Context: an optimization exercise on an open-source flow, tuned for small area, a short achievable clock period and few clock cycles per item. The choices shown serve that exercise and are no tape-out recipe.
Function was not checked in any run shown here: the RTL went through the layout flow alone.

## design/flow/config.mk

```make
export PLATFORM = sky130hd
export DESIGN_NAME = tiny_encryption_algorithm
export DESIGN_NICKNAME = tiny_encryption_algorithm
export VERILOG_FILES = /design/flow/design.v
export SDC_FILE = /design/flow/constraint.sdc
export NUM_CORES = 4
export LEC_CHECK = 0
export ABC_AREA = 1
export CAP_MARGIN = 20
export CORE_MARGIN = 2
export CORE_UTILIZATION = 40
export CTS_BUF_LIST = sky130_fd_sc_hd__clkbuf_8
export CTS_CLUSTER_DIAMETER = 60
export CTS_CLUSTER_SIZE = 12
export SETUP_SLACK_MARGIN = 5
export SLEW_MARGIN = 20
```

## design/flow/constraint.sdc

```tcl
create_clock -name core_clock -period 9.5 [get_ports {clk}]
set_input_delay 1.9000 -clock core_clock [delete_from_list [all_inputs] [get_ports {clk}]]
set_output_delay 1.9000 -clock core_clock [all_outputs]
set_load 0.01 [all_outputs]
```

## design/flow/design.v

```verilog
module tiny_encryption_algorithm(
    input              clk,         
    input              rst_n,       
    input              key_valid,   
    input              ptxt_valid,  
    input      [63:0]  ptxt,        
    input      [127:0] key,         
    output     [63:0]  ctxt,        
    output reg         ctxt_ready   
);
localparam [31:0] DELTA   = 32'h9e3779b9;
localparam [31:0] SUM_END = 32'hc6ef3720;  
reg         busy;
reg         idle;    
reg         phase;   
reg [31:0]  sum;
reg [31:0]  a, b;
reg [127:0] k;
wire start = key_valid & ptxt_valid & ~busy;
wire last  = phase & (sum == SUM_END);
wire busy_next = busy ? ~last : start;
function automatic [31:0] add32(input [31:0] x, input [31:0] y);
    reg [31:0] p, gg, pp, g2, p2;
    integer l, i;
    begin
        p = x ^ y; gg = x & y; pp = p;
        for (l = 0; l < 5; l = l + 1) begin
            g2 = gg; p2 = pp;
            for (i = 1; i < 32; i = i + 2)
                if (i - (1 << l) >= 0) begin
                    g2[i] = gg[i] | (pp[i] & gg[i - (1 << l)]);
                    p2[i] = pp[i] & pp[i - (1 << l)];
                end
            gg = g2; pp = p2;
        end
        for (i = 2; i < 32; i = i + 2) begin
            gg[i] = gg[i] | (pp[i] & gg[i - 1]);
            pp[i] = pp[i] & pp[i - 1];
        end
        add32 = p ^ {gg[30:0], 1'b0};
    end
endfunction
function automatic [31:0] cy32(input [31:0] x, input [31:0] y);
    reg [31:0] p, gg, pp, g2, p2;
    integer l, i;
    begin
        p = x ^ y; gg = x & y; pp = p;
        for (l = 0; l < 5; l = l + 1) begin
            g2 = gg; p2 = pp;
            for (i = 1; i < 32; i = i + 2)
                if (i - (1 << l) >= 0) begin
                    g2[i] = gg[i] | (pp[i] & gg[i - (1 << l)]);
                    p2[i] = pp[i] & pp[i - (1 << l)];
                end
            gg = g2; pp = p2;
        end
        for (i = 2; i < 32; i = i + 2) begin
            gg[i] = gg[i] | (pp[i] & gg[i - 1]);
            pp[i] = pp[i] & pp[i - 1];
        end
        cy32 = {gg[30:0], 1'b0};
    end
endfunction
function automatic [31:0] addgp(input [31:0] g, input [31:0] p);
    reg [31:0] c, g2, p2;
    reg [15:0] gg, pp;
    integer l, i, j;
    begin
        g2[0] = g[0]; p2[0] = p[0];
        for (i = 1; i < 32; i = i + 1) begin
            g2[i] = g[i] | (p[i] & g[i-1]);
            p2[i] = p[i] & p[i-1];
        end
        for (i = 0; i < 16; i = i + 1) begin
            gg[i] = g2[2*i+1]; pp[i] = p2[2*i+1];
        end
        for (l = 0; l < 4; l = l + 1)
            for (i = 15; i >= 0; i = i - 1)
                if ((i >> l) & 1) begin
                    j = ((i >> l) << l) - 1;
                    gg[i] = gg[i] | (pp[i] & gg[j]);
                    pp[i] = pp[i] & pp[j];
                end
        c[0] = 1'b0;
        c[1] = g[0];
        for (i = 1; i < 16; i = i + 1) begin
            c[2*i] = gg[i-1];
            c[2*i+1] = g2[2*i] | (p2[2*i] & gg[i-1]);
        end
        addgp = p ^ c;
    end
endfunction
wire [31:0] c0 = cy32(b << 4, k[127:96]);
wire [31:0] c1 = cy32(b, sum);
wire [31:0] c2 = cy32(b >> 5, k[95:64]);
wire [31:0] pe = (b << 4) ^ k[127:96] ^ b ^ sum ^ (b >> 5) ^ k[95:64];
wire [31:0] pf = (c0 ^ c1) ^ (c2 ^ (pe ^ a));     
wire [31:0] fg = {32{busy}} & a & ~pf;
wire [31:0] fp = ({32{busy}} & pf) | ({32{idle}} & ptxt[31:0]);
wire [31:0] b_next = addgp(fg, fp);
always @(posedge clk or negedge rst_n) begin
    if (!rst_n) begin
        busy       <= 1'b0;
        ctxt_ready <= 1'b0;
    end else begin
        busy <= busy_next;
        if (busy & last) ctxt_ready <= 1'b1;
        else if (start) ctxt_ready <= 1'b0;
    end
end
always @(posedge clk) begin
    idle <= ~busy_next;
    k <= ({128{busy}} & {k[63:0], k[127:64]}) | ({128{idle}} & key);
    if (busy | start) begin
        a <= ({32{busy}} & b) | ({32{idle}} & ptxt[63:32]);
        b <= b_next;
    end
    if (busy) begin
        phase <= ~phase;
        if (phase) sum <= add32(sum, DELTA);
    end else begin
        phase <= 1'b0;
        sum   <= DELTA;
    end
end
assign ctxt = {a, b};
endmodule
```

## design/flow/flow/run.sh

```bash
#!/bin/bash
set -euo pipefail
args=()
while IFS= read -r line; do
  [[ -z "$line" || "$line" == \#* ]] && continue
  args+=("$line")
done < flow/make_vars.txt
bash standard.sh "${args[@]}" finish > standard_flow.log 2>&1
```

## design/flow/flow/make_vars.txt

```
BUFFER_PORTS_ARGS=-buffer_cell sky130_fd_sc_hd__buf_1
CTS_ARGS=-sink_clustering_enable -repair_clock_nets -sink_clustering_size 12 -sink_clustering_max_diameter 60 -buf_list sky130_fd_sc_hd__clkbuf_8 -dont_use_dummy_load
SETUP_SLACK_MARGIN=5.5
```

## design/flow/standard.sh

```bash
#!/bin/bash
# synth_recipe.tcl (not shown) runs the flow's synth.tcl, then flattens the netlist and writes it again
# the make line also repeats each setting of config.mk as NAME=value (left out here)
make -C /OpenROAD-flow-scripts/flow DESIGN_CONFIG=/design/flow/config.mk WORK_HOME=/design/flow/orfs CLKGATE_MAP_FILE= SYNTH_SCRIPT=/design/flow/synth_recipe.tcl "${@:-finish}"
```

==> results by group, run 1 <==
Route
  • DR WL/cell: 16.8 um
  • Routed Antenna Nets: 0
  • DRC: 0
  • Routed WL: 50200 um
  • Drt pass-1 iters: 5
  • DR vias: 15.2k
  • Initial drt markers: 909
  • Via density per instance: 5.07

Logic synthesis
  • Cell area after synthesis: 16200 um2
  • Synth warn: 1
  • Mapped Avg Cell Area: 7.35 um2
  • Post-synth EDFFs: 64
  • Sequential-to-total area share from yosys stat: 0.323
  • Seq cells post-synth: 228
  • Post-Syn Instances: 2198
  • Post-synth top flop: dfxtp_1
  • Post-synth ARST share: 0.00877
  • Syn Nets: 2495
  • Cell variety after synth: 48

Final layout
  • Net count, final: 2766
  • # diodes: 0
  • Share of cells above drive strength 1: 0.0746
  • Finished Layout Cells: 2992
  • Area added between synthesis and finish: 13.1%

Setup path
  • Critical path data required time: 9.88 ns
  • R2r endpoint: b[27]
  • Reg-to-reg slack, setup: 5.80 ns
  • Reg2Reg Depth: 21
  • Reg2reg start: b[24]
  • WP data arrival: 4.08 ns
  • Setup Crit Path Kind: flip-flop to flip-flop
  • Crit path max fanout: 7
  • Worst setup EP type: flip-flop
  • Critical Path Source Type: flip-flop

Global route
  • Total global-route track usage: 0.232
  • Congestion Overflow GR: 0
  • Initial antenna violation count: 0
  • Vias in the first global route: 14.2k
  • Global-route wire length before repair: 76100 um
  • Largest net degree at the start of global routing: 104

Timing
  • Final setup viols: 0
  • Min Clock Period, post-route: 3.70 ns
  • Clk_skew: 0.0453 ns
  • Setup TNS: 0 ns
  • RSZ-0062 raised after global routing: false
  • Max-slew headroom: 0.310
  • Fin crit share: 0.390
  • Fmax: 270 MHz
  • Hold Vio Cnt, Final: 0
  • Worst-Margin Slew: 1.04 ns
  • Max Slew Vio Count: 0

Die
  • Die width: 205 um
  • Initial core utilization: 0.406
  • Io pins: 261
  • Die area: 42000 um2
  • Die height: 205 um
  • Cell row count: 73
  • Core area: 39800 um2

Placement
  • HPWL after detailed placement: 38600 um
  • Placed Instances: 2933
  • Buffers on Ports: 260
  • GPL Wtd Cong: 0.910

CTS
  • Cts hold-fix bufs: 0
  • CTS tree: built
  • CTS sink cnt: 228
  • CTS root buf: clkbuf_8
  • Worst-path clk slew: 0.09 ns
  • Skew-Pair Late Insertion Delay: 0.62 ns
  • Clock buffer depth: 3
  • Number of buffers created by CTS: 29
  • H-tree depth: 1

Job
  • Max cap viols: 0

Worst hold path
  • Worst Hold End: k[90]
  • Hold Path Origin: k[26]
  • Hold Path Depth: 1
  • HP Class: flip-flop to flip-flop

Status
  • Status: finished clean
-- worst max path at each step --
stage	cells after the start	start	to	slack [ns]
3_5_place_dp	19	ptxt[1]	b[29]	5.36
5_1_grt	22	b[20]	b[29]	5.50
2_1_floorplan	2	key_valid	a[0]	5.69
3_3_place_gp	19	ptxt[1]	b[29]	5.38
6_report	21	b[24]	b[27]	5.80
4_1_cts	21	b[6]	b[31]	5.69
-- worst max-delay path, stage by stage, from the launching register on --
cell and delay (ns):
edfxtp_1 0.65, ha_1 0.43, a21oi_1 0.20, o21ai_0 0.19, a21oi_1 0.29, nand3_1 0.22, nand2_1 0.16, nand2_1 0.08
nand2_1 0.06, nand2_1 0.05, nand3_1 0.08, nand3_1 0.09, nand2_2 0.14, nand2_2 0.07, nor2_2 0.14, nand2_1 0.14
nor2_1 0.12, nand2_1 0.08, nand3_2 0.10, nand2_1 0.07, nand3_1 0.07, nand2_1 0.05
-- cell families (layout without fill, tap and decap cells) --
family          count (synthesis)  count (layout)  synth area share
compound gates                327             327             0.141
xor+xnor                      190             190             0.103
fa+ha+maj                     101             101            0.0782
buf+inv                       340             609            0.0794
flops                         228             228             0.323
simple gates                 1012            1012             0.276
-- routing by layer --
layer | global-route usage | part of all wire | vias up
met5 | 0 | 0 | -
met2 | 0.382 | 0.45 | 409
met3 | 0.0315 | 0.061 | 77
li1 | - | - | 7700
met1 | 0.317 | 0.47 | 6979
met4 | 0.0640 | 0.022 | 0
-- area by class of cell --
| cell class | count | area (um2) |
|---|---|---|
| Timing Repair Buffer | 295 | 1260 |
| Clock buffer | 29 | 399 |
| Inverter | 285 | 1070 |
| Sequential cell | 228 | 5220 |
| Multi-Input combinational cell | 1630 | 9680 |
| Tap cell | 525 | 657 |
| Fill cell | 4109 | 21500 |
-- metrics by stage --
step,instance area (um2),utilization,setup WS (ns),hold slack (ns)
after floorplan,16200,-,5.69,0.420
after global placement,17600,0.443,5.38,0.424
after detailed placement,17600,0.443,5.36,0.424
after CTS,18000,0.453,5.69,0.443
after global routing,18300,0.459,5.50,0.438
final,18300,0.459,5.80,0.434
-- repair_timing --
item                       CTS  global route
hold endpoints to repair     0             0
gates resized for setup      0             1
setup endpoints to repair    0             6
buffers inserted             0            30
-- flip-flops by register name, indices dropped and copies added (netlist names) --
| name | cells |
|---|---|
| ctxt_ready | 1 |
| a | 32 |
| sum | 32 |
| busy | 1 |
| k | 128 |
| phase | 1 |
| idle | 1 |
| b | 32 |
-- synthesized netlist by cell type, types with 6 or more instances --
library cell | number | area [um2]
nand2_2 | 51 | 319
nor3_1 | 12 | 60.1
nand4_1 | 12 | 75.1
xnor2_1 | 129 | 1130
edfxtp_1 | 64 | 1920
dfxtp_1 | 162 | 3240
nand2_4 | 7 | 78.8
xor2_1 | 60 | 526
a22o_1 | 150 | 1310
inv_2 | 13 | 48.8
ha_1 | 101 | 1260
inv_1 | 271 | 1020
clkbuf_1 | 48 | 180
nand2_1 | 660 | 2480
nand3_1 | 121 | 606
nand3_2 | 22 | 220
a21o_1 | 6 | 45.0
nor2_1 | 91 | 342
nand3b_1 | 11 | 82.6
o21ai_0 | 51 | 255
a21oi_1 | 98 | 490
-- layout by cell type, fill, tap and decap left out, types with 29 or more instances in the layout --
| cell type | count |
|---|---|
| a21oi_1 | 98 |
| a22o_1 | 150 |
| buf_1 | 260 |
| buf_4 | 33 |
| clkbuf_8 | 29 |
| dfxtp_1 | 161 |
| edfxtp_1 | 64 |
| ha_1 | 100 |
| inv_1 | 270 |
| nand2_1 | 659 |
| nand2_2 | 51 |
| nand3_1 | 121 |
| nor2_1 | 91 |
| o21ai_0 | 51 |
| xnor2_1 | 129 |
| xor2_1 | 60 |
==> inputs of run 2 (changes only) <==
==> design/flow/design.v (replaced) <==
module tiny_encryption_algorithm(
    input              clk,         
    input              rst_n,       
    input              key_valid,   
    input              ptxt_valid,  
    input      [63:0]  ptxt,        
    input      [127:0] key,         
    output     [63:0]  ctxt,        
    output reg         ctxt_ready   
);
localparam [31:0] DELTA   = 32'h9e3779b9;
localparam [31:0] SUM_END = 32'hc6ef3720;  
reg         busy;
reg         idle;    
reg         phase;   
reg [31:0]  sum;
reg [31:0]  a, b;
reg [127:0] k;
wire start = key_valid & ptxt_valid & ~busy;
wire last  = phase & (sum == SUM_END);
wire busy_next = busy ? ~last : start;
function automatic [31:0] add32(input [31:0] x, input [31:0] y);
    reg [31:0] p, gg, pp;
    integer l, i, j;
    begin
        p = x ^ y; gg = x & y; pp = p;
        for (l = 0; l < 5; l = l + 1)
            for (i = 31; i >= 0; i = i - 1)
                if ((i >> l) & 1) begin
                    j = ((i >> l) << l) - 1;
                    gg[i] = gg[i] | (pp[i] & gg[j]);
                    pp[i] = pp[i] & pp[j];
                end
        add32 = p ^ {gg[30:0], 1'b0};
    end
endfunction
wire [31:0] f  = add32(b << 4, k[127:96]) ^ add32(b, sum) ^ add32(b >> 5, k[95:64]);
wire [31:0] op = ({32{busy}} & a) | ({32{idle}} & ptxt[31:0]);
wire [31:0] b_next = add32(op, f & {32{busy}});
always @(posedge clk or negedge rst_n) begin
    if (!rst_n) begin
        busy       <= 1'b0;
        ctxt_ready <= 1'b0;
    end else begin
        busy <= busy_next;
        if (busy & last) ctxt_ready <= 1'b1;
        else if (start) ctxt_ready <= 1'b0;
    end
end
always @(posedge clk) begin
    idle <= ~busy_next;
    k <= ({128{busy}} & {k[63:0], k[127:64]}) | ({128{idle}} & key);
    if (busy | start) begin
        a <= ({32{busy}} & b) | ({32{idle}} & ptxt[63:32]);
        b <= b_next;
    end
    if (busy) begin
        phase <= ~phase;
        if (phase) sum <= sum + DELTA;
    end else begin
        phase <= 1'b0;
        sum   <= DELTA;
    end
end
assign ctxt = {a, b};
endmodule
==> design/flow/flow/make_vars.txt (replaced) <==
BUFFER_PORTS_ARGS=-buffer_cell sky130_fd_sc_hd__buf_1
CTS_ARGS=-sink_clustering_enable -repair_clock_nets -sink_clustering_size 12 -sink_clustering_max_diameter 60 -buf_list sky130_fd_sc_hd__clkbuf_8 -dont_use_dummy_load
==> run 2 against run 1 <==
Compared with the run above: still clean on timing, DRC and antenna; worst setup slack worse by 0.62 ns; clock-buffer cell count is 2 lower; critical path depth increased by 1; clock skew up 0.033 ns; design area down 8.8%; non-clock buffer count up 12; die area is 11% lower; global-route usage decreased by 2.5 points; register-to-register slack got worse by 0.62 ns; critical endpoint is now b[30].
==> results by group, run 2 <==
Setup path
  • Reg2reg start: b[0]
  • Crit-path max cell delay: 0.43 ns
  • Reg2Reg Depth: 22
  • CP Capture Point: b[30]
  • CP max stage cell: edfxtp_1
  • CP startpoint: b[0]
  • Critical Path Source Type: flip-flop
  • Setup Crit Path Kind: flip-flop to flip-flop
  • WP data arrival: 4.62 ns
  • Crit path max fanout: 8
  • Critical path data required time: 9.80 ns
  • R2r endpoint: b[30]
  • Critical-path cell list: buf_4, ha_1, inv_1, fa_2, nand3b_1, nand2_2, nand3_2, nand3_4, fa_2, xnor2_2, xnor2_1, o21ai_0, a21oi_1, ha_1, a21o_1, a21oi_2, o21bai_4, a21boi_4, o21bai_4, a21oi_2, nand2_1, xor2_1
  • Worst setup EP type: flip-flop
  • Reg-to-reg slack, setup: 5.18 ns

Logic synthesis
  • Synth top area share: 0.227
  • Cell variety after synth: 58
  • Cell with the most instances after synthesis: nand2_1
  • Sequential-to-total area share from yosys stat: 0.365
  • Commonest cells post-synth: nand2_1, inv_1, a22o_1
  • Post-Syn Instances: 1707
  • Post-synth EDFFs: 64
  • Cell area after synthesis: 14300 um2
  • Seq cells post-synth: 228
  • Synth warn: 1
  • Synth area leader: dfxtp_1
  • Post-synth ARST share: 0.00877
  • Post-synth top flop: dfxtp_1
  • Mapped Avg Cell Area: 8.37 um2
  • Ranking of synthesized cells by area: dfxtp_1, edfxtp_1, a22o_1
  • Syn Nets: 2036

Global route
  • Vias in the first global route: 11.8k
  • Global-route wire length before repair: 60900 um
  • Largest net degree at the start of global routing: 183
  • Congestion Overflow GR: 0
  • Initial antenna violation count: 0
  • Total global-route track usage: 0.207

Placement
  • DP Area: 15700 um2
  • HPWL after detailed placement: 29500 um
  • Dpl ws: 4.75 ns
  • Placed Instances: 2375
  • Buffers on Ports: 260
  • GPL Wtd Cong: 0.843

CTS
  • H-tree depth: 1
  • Worst-path clk slew: 0.09 ns
  • CTS sink cnt: 228
  • CTS tree: built
  • Number of buffers created by CTS: 27
  • CTS root buf: clkbuf_8
  • Skew-Pair Late Insertion Delay: 0.61 ns
  • Clock buffer depth: 3

Final layout
  • Area added between synthesis and finish: 16.7%
  • Commonest non-fill, non-tap cell in the layout: nand2_1
  • Share of cells above drive strength 1: 0.0842
  • Finished Layout Cells: 2445
  • # diodes: 0
  • Max reg flops: 128
  • Net count, final: 2315
  • Filler cells: 3518
  • Fin area: 16700 um2
  • Commonest cells after routing, fill and taps aside: nand2_1, buf_1, inv_1
  • Biggest register: k

Die
  • Die height: 193 um
  • Die width: 193 um
  • Initial core utilization: 0.404
  • Core area: 35400 um2
  • Die area: 37200 um2
  • Io pins: 261
  • Cell row count: 69

Timing
  • Max Slew Vio Count: 0
  • Final setup viols: 0
  • Hold Vio Cnt, Final: 0
  • Fin crit share: 0.455
  • Clk_skew: 0.0786 ns
  • Worst-Margin Slew: 1.06 ns
  • Fmax: 231 MHz
  • RSZ-0062 raised after global routing: true
  • Min Clock Period, post-route: 4.33 ns
  • Max-slew headroom: 0.295
  • Setup TNS: 0 ns
  • Final worst setup slack: 5.18 ns
  • Worst hold slack: 0.436 ns

Route
  • Via density per instance: 5.11
  • DRC: 0
  • Drt pass-1 iters: 5
  • Routed WL: 40000 um
  • DR vias: 12.5k
  • Initial drt markers: 462
  • DR WL/cell: 16.3 um
  • Routed Antenna Nets: 0

Job
  • Max cap viols: 0

Status
  • Status: finished clean

Worst hold path
  • HP Class: flip-flop to flip-flop
run 2: area by class of cell:
class | instances | area, um2 | share of cell area
Sequential cell | 228 | 5220 | 0.313
Inverter | 203 | 762 | 0.0457
Multi-Input combinational cell | 1219 | 8380 | 0.502
Clock buffer | 27 | 372 | 0.0223
Tap cell | 461 | 577 | 0.0346
Timing Repair Buffer | 307 | 1370 | 0.0819
run 2: cell families (layout without fill, tap and decap cells):
logic type | count (synthesis) | in the layout | synth area share
flops | 228 | 228 | 0.365
buf+inv | 260 | 537 | 0.0693
xor+xnor | 106 | 106 | 0.0655
simple gates | 585 | 585 | 0.180
compound gates | 395 | 395 | 0.194
fa+ha+maj | 133 | 133 | 0.126
run 2: repair_timing:
action                     in CTS  in global routing
pin swaps                       2                 17
resized for setup               6                 47
setup endpoints to repair      12                 16
hold buffers                    0                  0
buffers inserted                7                 36
run 2: metrics by stage:
step / util
2_1_floorplan: -
3_3_place_gp: 0.443
3_5_place_dp: 0.443
4_1_cts: 0.456
5_1_grt: 0.471
6_report: 0.471
run 2: routing by layer:
| layer | up-vias | part of all wire | track usage |
|---|---|---|---|
| met5 | - | 0 | 0 |
| met4 | 0 | 0.024 | 0.0507 |
| met1 | 5768 | 0.46 | 0.273 |
| li1 | 6389 | - | - |
| met2 | 281 | 0.47 | 0.360 |
| met3 | 55 | 0.049 | 0.0250 |
run 2: worst min path at each step:
| stage | end | slack, ns | from | depth (start not counted) |
|---|---|---|---|---|
| after global routing | k[114] | 0.45 | k[50] | 1 |
| after detailed placement | k[99] | 0.44 | k[35] | 1 |
| after CTS | k[114] | 0.44 | k[50] | 1 |
| final | k[82] | 0.44 | k[18] | 1 |
| after floorplan | k[100] | 0.43 | k[36] | 1 |
| after global placement | k[90] | 0.43 | k[26] | 1 |
run 2: critical path, delay by kind of cell, from the launching register on:
kind / cells / cell delay [ns]
compound gates: 8 / 1.29
xor+xnor: 3 / 0.47
flops: 1 / 0.43
fa+ha+maj: 4 / 1.08
simple gates: 5 / 0.54
buf+inv: 2 / 0.23
==> inputs of run 3 (changes only) <==
==> design/flow/design.v (replaced) <==
module tiny_encryption_algorithm(
    input              clk,         
    input              rst_n,       
    input              key_valid,   
    input              ptxt_valid,  
    input      [63:0]  ptxt,        
    input      [127:0] key,         
    output     [63:0]  ctxt,        
    output reg         ctxt_ready   
);
localparam [31:0] DELTA   = 32'h9e3779b9;
localparam [31:0] SUM_END = 32'hc6ef3720;  
reg         busy;    
reg         fin;     
reg         idle;    
reg         phase;   
reg [31:0]  sum;
reg [31:0]  r, p, q;
reg [127:0] k;
wire start = key_valid & ptxt_valid & ~busy;
wire last  = phase & (sum == SUM_END);
wire busy_next = busy ? ~fin : start;
function automatic [31:0] add32(input [31:0] x, input [31:0] y);
    reg [31:0] p, g, c;
    reg [31:0] g2, p2;    
    reg [15:0] gg, pp;    
    integer l, i, j;
    begin
        p = x ^ y; g = x & y;
        g2[0] = g[0]; p2[0] = p[0];
        for (i = 1; i < 32; i = i + 1) begin
            g2[i] = g[i] | (p[i] & g[i-1]);
            p2[i] = p[i] & p[i-1];
        end
        for (i = 0; i < 16; i = i + 1) begin
            gg[i] = g2[2*i+1]; pp[i] = p2[2*i+1];
        end
        for (l = 0; l < 4; l = l + 1)
            for (i = 15; i >= 0; i = i - 1)
                if ((i >> l) & 1) begin
                    j = ((i >> l) << l) - 1;
                    gg[i] = gg[i] | (pp[i] & gg[j]);
                    pp[i] = pp[i] & pp[j];
                end
        c[0] = 1'b0;
        c[1] = g[0];
        for (i = 1; i < 16; i = i + 1) begin
            c[2*i] = gg[i-1];
            c[2*i+1] = g2[2*i] | (p2[2*i] & gg[i-1]);
        end
        add32 = p ^ c;
    end
endfunction
function automatic [32:0] add32c(input [31:0] x, input [31:0] y);
    reg [31:0] p, g, c;
    reg [31:0] g2, p2;    
    reg [15:0] gg, pp;    
    integer l, i, j;
    begin
        p = x ^ y; g = x & y;
        g2[0] = g[0]; p2[0] = p[0];
        for (i = 1; i < 32; i = i + 1) begin
            g2[i] = g[i] | (p[i] & g[i-1]);
            p2[i] = p[i] & p[i-1];
        end
        for (i = 0; i < 16; i = i + 1) begin
            gg[i] = g2[2*i+1]; pp[i] = p2[2*i+1];
        end
        for (l = 0; l < 4; l = l + 1)
            for (i = 15; i >= 0; i = i - 1)
                if ((i >> l) & 1) begin
                    j = ((i >> l) << l) - 1;
                    gg[i] = gg[i] | (pp[i] & gg[j]);
                    pp[i] = pp[i] & pp[j];
                end
        c[0] = 1'b0;
        c[1] = g[0];
        for (i = 1; i < 16; i = i + 1) begin
            c[2*i] = gg[i-1];
            c[2*i+1] = g2[2*i] | (p2[2*i] & gg[i-1]);
        end
        add32c = {gg[15], p ^ c};
    end
endfunction
function automatic [63:0] csa(input [31:0] x, input [31:0] y, input [31:0] z);
    csa = {(x & y) | (x & z) | (y & z), x ^ y ^ z};
endfunction
function automatic gp5(input [4:0] x, input [4:0] y);
    reg [4:0] g, t;
    begin
        g = x & y; t = x | y;
        gp5 = g[4] | (t[4] & g[3]) | (t[4] & t[3] & g[2]) | (t[4] & t[3] & t[2] & g[1])
            | (t[4] & t[3] & t[2] & t[1] & g[0]);
    end
endfunction
function automatic [27:0] add27ci(input [26:0] x, input [26:0] y, input cin);
    reg [26:0] p, g, gg, pp, c;
    integer l, i, j;
    begin
        p = x ^ y; g = x & y; gg = g; pp = p;
        for (l = 0; l < 5; l = l + 1)
            for (i = 26; i >= 0; i = i - 1)
                if ((i >> l) & 1) begin
                    j = ((i >> l) << l) - 1;
                    gg[i] = gg[i] | (pp[i] & gg[j]);
                    pp[i] = pp[i] & pp[j];
                end
        c = {gg[25:0] | (pp[25:0] & {26{cin}}), cin};
        add27ci = {gg[26] | (pp[26] & cin), p ^ c};
    end
endfunction
wire [63:0] cs0 = csa(p << 4, q << 4, k[127:96]);
wire [63:0] cs1 = csa(p, q, sum);
wire [63:0] cs2 = csa(p >> 5, q >> 5, k[95:64]);
wire        c5  = gp5(p[4:0], q[4:0]);
wire [32:0] pq  = add32c(p, q);
wire        ov  = pq[32];
wire [31:0] t0  = add32(cs0[31:0], {cs0[62:32], 1'b0});
wire [31:0] t1  = add32(cs1[31:0], {cs1[62:32], 1'b0});
wire [27:0] t2l = add27ci(cs2[26:0], {cs2[57:32], 1'b0}, c5);
wire [4:0]  t2b = cs2[31:27] + {cs2[62:59], cs2[58]};
wire [4:0]  t2h = (t2l[27] == ov) ? t2b : (t2l[27] ? t2b + 5'd1 : t2b - 5'd1);
wire [31:0] f   = t0 ^ t1 ^ {t2h, t2l[26:0]};
always @(posedge clk or negedge rst_n) begin
    if (!rst_n) begin
        busy       <= 1'b0;
        fin        <= 1'b0;
        ctxt_ready <= 1'b0;
    end else begin
        busy <= busy_next;
        fin  <= busy & ~fin & last;
        if (fin) ctxt_ready <= 1'b1;
        else if (start) ctxt_ready <= 1'b0;
    end
end
always @(posedge clk) begin
    idle <= ~busy_next;
    k <= ({128{busy}} & {k[63:0], k[127:64]}) | ({128{idle}} & key);
    if (busy | start) begin
        r <= ({32{busy}} & pq[31:0]) | ({32{idle}} & ptxt[63:32]);
        p <= ({32{busy}} & r)        | ({32{idle}} & ptxt[31:0]);
    end
    q <= f & {32{busy & ~fin}};
    if (busy) begin
        phase <= ~phase;
        if (phase) sum <= sum + DELTA;
    end else begin
        phase <= 1'b0;
        sum   <= DELTA;
    end
end
assign ctxt = {p, r};
endmodule
==> design/flow/flow/make_vars.txt (replaced) <==
BUFFER_PORTS_ARGS=-buffer_cell sky130_fd_sc_hd__buf_1
==> run 3 against run 2 <==
Compared with the run above: die area rose by 21%; flip-flop and latch count increased by 33; via count increased by 17%; non-clock buffer count decreased by 40; clock-buffer cell count is 10 higher; sequential share of layout area shrank 1.4 points; design area up 18%; synthesized cell count grew 18%; first-iteration DRC count up 71%; final cell count rose by 18%; critical path type unchanged; highest routed layer unchanged.
==> results by group, run 3 <==
Final layout
  • Share of cells above drive strength 1: 0.0711
  • Commonest cells after routing, fill and taps aside: nand2_1, buf_1, inv_1
  • Net count, final: 2677
  • Biggest register: k
  • Area added between synthesis and finish: 13.3%
  • Finished Layout Cells: 2878
  • Max reg flops: 128
  • Commonest non-fill, non-tap cell in the layout: nand2_1
  • # diodes: 0
  • Fin area: 19700 um2
  • Filler cells: 4331

Route
  • Via density per instance: 5.06
  • Initial drt markers: 790
  • Routed Antenna Nets: 0
  • Drt pass-1 iters: 5
  • DR vias: 14.6k
  • DR WL/cell: 17.1 um
  • DRC: 0
  • Routed WL: 49300 um

Placement
  • Buffers on Ports: 260
  • Placed Instances: 2814
  • GPL Wtd Cong: 0.893
  • HPWL after detailed placement: 38500 um
  • DP Area: 18900 um2

Global route
  • Initial antenna violation count: 0
  • Largest net degree at the start of global routing: 96
  • Vias in the first global route: 14.1k
  • Global-route wire length before repair: 76200 um
  • Congestion Overflow GR: 0
  • Total global-route track usage: 0.220

Setup path
  • Reg2Reg Depth: 23
  • WP data arrival: 4.47 ns
  • Crit-path max cell delay: 0.54 ns
  • CP max stage cell: fa_1
  • Worst setup EP type: flip-flop
  • Setup Crit Path Kind: flip-flop to flip-flop
  • Critical-path cell list: inv_1, fa_1, inv_1, ha_1, nand4_1, nor2_2, nand2_2, clkinv_4, nand3_4, inv_2, nor2_4, ha_1, inv_1, o21bai_1, a31oi_1, inv_1, nand2_1, nand2_1, nand3_1, nand2_1, nand3_1, nand2_1, nor2_1
  • Crit path max fanout: 7
  • Cell family with most CP delay: simple AND/OR/NAND/NOR gates
  • Critical path data required time: 10.05 ns
  • Critical Path Stages: 23
  • Buf+Inv Stages, Crit Path: 6
  • Critical Path Source Type: flip-flop

Die
  • Cell row count: 76
  • Core area: 43000 um2
  • Die area: 45100 um2
  • Die width: 212 um
  • Die height: 212 um
  • Io pins: 261
  • Initial core utilization: 0.404

CTS
  • Number of buffers created by CTS: 35
  • Skew-Pair Late Insertion Delay: 0.62 ns
  • Cts hold-fix bufs: 0
  • H-tree depth: 2
  • CTS root buf: clkbuf_8
  • Post-CTS setup buffers: 0
  • CTS sink cnt: 261
  • CTS tree: built
  • Clock buffer depth: 3
  • CTS resizes: 0
  • Worst-path clk slew: 0.08 ns

Logic synthesis
  • Synth area leader: dfxtp_1
  • Ranking of synthesized cells by area: dfxtp_1, edfxtp_1, fa_1
  • Synth warn: 1
  • Synth top area share: 0.224
  • Sequential-to-total area share from yosys stat: 0.339
  • Mapped Avg Cell Area: 8.61 um2
  • Cell with the most instances after synthesis: nand2_1
  • Post-synth top flop: dfxtp_1
  • Cell variety after synth: 52
  • Post-Syn Instances: 2015
  • Commonest cells post-synth: nand2_1, inv_1, dfxtp_1
  • Cell area after synthesis: 17400 um2
  • Post-synth ARST share: 0.0115
  • Syn Nets: 2426
  • Seq cells post-synth: 261
  • Post-synth EDFFs: 64

Worst hold path
  • HP Class: flip-flop to flip-flop
  • Hold Path Depth: 1

Timing
  • Min Clock Period, post-route: 3.92 ns
  • Max Slew Vio Count: 0
  • Fmax: 255 MHz
  • Hold Vio Cnt, Final: 0
  • Worst hold slack: 0.445 ns
  • Setup TNS: 0 ns
  • Clk_skew: 0.0388 ns
  • Max-slew headroom: 0.303
  • Fin crit share: 0.413
  • Final setup viols: 0
  • RSZ-0062 raised after global routing: false
  • Worst-Margin Slew: 1.05 ns

Job
  • Max cap viols: 0

Status
  • Status: finished clean
## run 3: final timing paths
path / startpoint / endpoint / slack [ns]
min in group asynchronous: rst_n / busy / 1.10
worst min-delay path: k[37] / k[101] / 0.44
worst min register to register: k[37] / k[101] / 0.44
worst max-delay path: p[6] / q[31] / 5.58
max in group asynchronous: rst_n / busy / 8.20
worst max register to register: p[6] / q[31] / 5.58
## run 3: logic make-up after synthesis
family	after synthesis	share of synthesized area
and+or+nand+nor	748	0.190
AOI/OAI and AO/OA	413	0.163
buffers and inverters	270	0.0590
DFF	261	0.339
adders and majority gates	215	0.193
xor gates and xnor gates	108	0.0558
## run 3: through the flow
stage | worst slack, ns | util
6_report | 5.58 | 0.458
5_1_grt | 5.31 | 0.458
4_1_cts | 5.60 | 0.458
3_5_place_dp | 5.67 | 0.441
3_3_place_gp | 5.81 | 0.441
2_1_floorplan | 5.42 | -
## run 3: layout make-up
cell class | count | area (um2) | area share
inverters | 217 | 820 | 0.0417
multi-input cells | 1484 | 10500 | 0.532
repair buffers | 267 | 1030 | 0.0523
flip-flops and latches | 261 | 5890 | 0.299
clock buffers | 37 | 509 | 0.0259
well taps | 585 | 732 | 0.0372
clock inverters | 27 | 221 | 0.0113
## run 3: routing by layer
layer	global-route usage	vias up	share of wire	routed length [um]
met5	0	-	0	0
met4	0.0711	0	0.026	1290
met3	0.0402	73	0.056	2780
met2	0.351	345	0.44	21800
met1	0.301	6825	0.48	23400
li1	-	7329	-	-
==> inputs of run 4 (changes only) <==
==> design/flow/flow/make_vars.txt (replaced) <==
BUFFER_PORTS_ARGS=-buffer_cell sky130_fd_sc_hd__buf_1
SETUP_SLACK_MARGIN=6.3
==> run 4 against run 3 <==
Compared with the run above: synthesized cell count is the same; global-route usage increased by 0.83 points; highest routed layer unchanged; via count is 4.1% higher; fmax grew 16%; wire length increased by 6.6%; still clean on timing, DRC and antenna; clock skew down 0.0088 ns; flip-flop and latch count is the same; non-clock buffer count increased by 103.
==> results by group, run 4 <==
Die
  • Die width: 212 um
  • Die height: 212 um
  • Cell row count: 76
  • Die area: 45100 um2
  • Initial core utilization: 0.404
  • Core area: 43000 um2
  • Io pins: 261

Timing
  • Fin crit share: 0.356
  • Fmax: 296 MHz
  • Worst-Margin Slew: 1.18 ns
  • Max Slew Vio Count: 0
  • Clk_skew: 0.0299 ns
  • RSZ-0062 raised after global routing: true
  • Hold Vio Cnt, Final: 0
  • Min Clock Period, post-route: 3.38 ns
  • Final worst setup slack: 6.12 ns
  • Setup TNS: 0 ns
  • Worst hold slack: 0.445 ns
  • Final setup viols: 0
  • Max-slew headroom: 0.214

Placement
  • HPWL after detailed placement: 38100 um
  • Dpl ws: 5.36 ns
  • Buffers on Ports: 260
  • DP Area: 19200 um2
  • GPL Wtd Cong: 0.896

Route
  • DR WL/cell: 17.6 um
  • Routed Antenna Nets: 0
  • Routed WL: 52600 um
  • DRC: 0
  • DR vias: 15.2k
  • Initial drt markers: 855
  • Via density per instance: 5.09
  • Drt pass-1 iters: 5

CTS
  • Clock buffer depth: 3
  • Number of buffers created by CTS: 36
  • Cts hold-fix bufs: 0
  • CTS sink cnt: 261
  • H-tree depth: 2
  • CTS root buf: clkbuf_8
  • Skew-Pair Late Insertion Delay: 0.61 ns
  • Worst-path clk slew: 0.09 ns
  • CTS tree: built

Setup path
  • Reg2Reg Depth: 22
  • Critical path data required time: 10.01 ns
  • Reg2reg start: p[10]
  • Setup Crit Path Kind: flip-flop to flip-flop
  • Critical Path Source Type: flip-flop
  • Reg-to-reg slack, setup: 6.12 ns
  • Worst setup EP type: flip-flop
  • Crit path max fanout: 4
  • R2r endpoint: q[31]
  • CP startpoint: p[10]
  • CP Capture Point: q[31]
  • WP data arrival: 3.89 ns

Logic synthesis
  • Syn Nets: 2426
  • Post-synth top flop: dfxtp_1
  • Cell with the most instances after synthesis: nand2_1
  • Post-synth ARST share: 0.0115
  • Ranking of synthesized cells by area: dfxtp_1, edfxtp_1, fa_1
  • Mapped Avg Cell Area: 8.61 um2
  • Synth top area share: 0.224
  • Synth area leader: dfxtp_1
  • Commonest cells post-synth: nand2_1, inv_1, dfxtp_1
  • Cell variety after synth: 52
  • Cell area after synthesis: 17400 um2
  • Sequential-to-total area share from yosys stat: 0.339
  • Synth warn: 1
  • Seq cells post-synth: 261
  • Post-synth EDFFs: 64
  • Post-Syn Instances: 2015

Global route
  • Initial antenna violation count: 0
  • Global-route wire length before repair: 79500 um
  • Vias in the first global route: 14.7k
  • Largest net degree at the start of global routing: 83
  • Congestion Overflow GR: 0
  • Total global-route track usage: 0.228

Worst hold path
  • HP Class: flip-flop to flip-flop

Final layout
  • Multi-input gate area: 11800 um2
  • # diodes: 0
  • Biggest register: k
  • Share of cells above drive strength 1: 0.202
  • Net count, final: 2784
  • FF+latch area: 5900 um2
  • Fin area: 22000 um2
  • Filler cells: 4099
  • Max reg flops: 128
  • Commonest non-fill, non-tap cell in the layout: nand2_1
  • Area added between synthesis and finish: 26.8%
  • Commonest cells after routing, fill and taps aside: nand2_1, buf_1, inv_1

Status
  • Status: finished clean

Job
  • Max cap viols: 0
run 4: cell counts after synthesis:
No cell type changed its count.
run 4: worst min-delay path by stage:
stage | startpoint | end | slack [ns] | depth (start not counted)
final | k[36] | k[100] | 0.44 | 1
after global placement | k[19] | k[83] | 0.44 | 1
after global routing | k[40] | k[104] | 0.46 | 1
after CTS | k[36] | k[100] | 0.45 | 1
after detailed placement | k[9] | k[73] | 0.44 | 1
after floorplan | k[36] | k[100] | 0.43 | 1
run 4: kinds of logic (layout without fill, tap and decap cells):
| group | Yosys count | in the layout | synth area share |
|---|---|---|---|
| buffers and inverters | 270 | 650 | 0.0590 |
| AND/OR/NAND/NOR | 748 | 750 | 0.190 |
| XOR/XNOR | 108 | 108 | 0.0558 |
| AO/OA/AOI/OAI | 413 | 414 | 0.163 |
| flip-flops | 261 | 261 | 0.339 |
| adder cells (fa/ha/maj) | 215 | 215 | 0.193 |
run 4: per-layer routing:
metal / wire length [um] / GRT usage / part of all wire / up-vias
met5: 0 / 0 / 0 / -
met4: 1050 / 0.0656 / 0.020 / 0
met3: 3100 / 0.0393 / 0.059 / 64
met2: 24100 / 0.370 / 0.46 / 397
met1: 24300 / 0.312 / 0.46 / 7169
li1: - / - / - / 7542
run 4: final cells by class:
cell class | count | area share
multi-input combinational | 1487 | 0.534
sequential | 261 | 0.268
timing repair buffer | 370 | 0.0926
inverter | 217 | 0.0379
tap | 585 | 0.0333
clock buffer | 38 | 0.0238
clock inverter | 25 | 0.00990
run 4: critical path, stage by stage, from the launching register on:
cell and delay, ns:
edfxtp_1 0.45, fa_1 0.64, ha_4 0.24, nand2_2 0.06
nand2_2 0.05, a21oi_2 0.17, nand2_4 0.10, nand2_4 0.09
nand2_4 0.07, nand2_4 0.09, nand2_4 0.05, nor2_4 0.19
ha_4 0.25, inv_4 0.06, o21bai_4 0.06, a31oi_4 0.19
nand4_1 0.11, nand2_1 0.07, nand3_1 0.07, nand2_1 0.08
nand3_1 0.07, nand2_1 0.07, nor2_1 0.05
run 4: what timing repair did:
item	CTS	global route
buffers inserted	65	38
endpoints found under the setup margin	71	77
gates resized for setup	87	194
cloned	2	1
pin swaps	31	105
hold endpoints to repair	0	0
run 4: metrics by stage:
step / util / std cells
after CTS: 0.483 / 2944
after detailed placement: 0.447 / 2814
final: 0.512 / 2983
after global placement: 0.447 / 2814
after global routing: 0.512 / 2983
after floorplan: - / 2015

==> separate check: timing with driven ports <==
How much do the figures lean on ideal ports? The routed layouts below were timed once more, with nothing changed but the port constraints.
Step 1 sets driving cells, clkbuf_16 on the clock port and buf_2 on the other inputs (assumed; they add their load-dependent delay and slew).
Step 2 times the ports against the registers' clock, not the clock port: input delays grow and output delays shrink by t, the midpoint of the rising clock arrivals with the driver on.
a / b / c = ideal / step 1 / step 2; a / b = the first two.
run | shift t [ns] | setup WS [ns] | worst setup path at the end | clock arrival spread, ns | cell pins on the clock port's net
run 1 | 0.645 | 5.799 / 5.799 / 5.357 | input to register | 0.046 / 0.046 | 1
run 2 | 0.615 | 5.175 / 5.175 / 5.033 | input to register | 0.081 / 0.080 | 1
run 3 | 0.653 | 5.578 / 5.578 / 5.578 | register to register | 0.043 / 0.043 | 1
run 4 | 0.645 | 6.120 / 6.085 / 6.120 | register to register | 0.030 / 0.030 | 1
After both steps setup and hold are still met in every run listed. The setup slack of run 1, which loses most, moves by 0.000 ns with the drivers and by -0.442 ns with both steps.
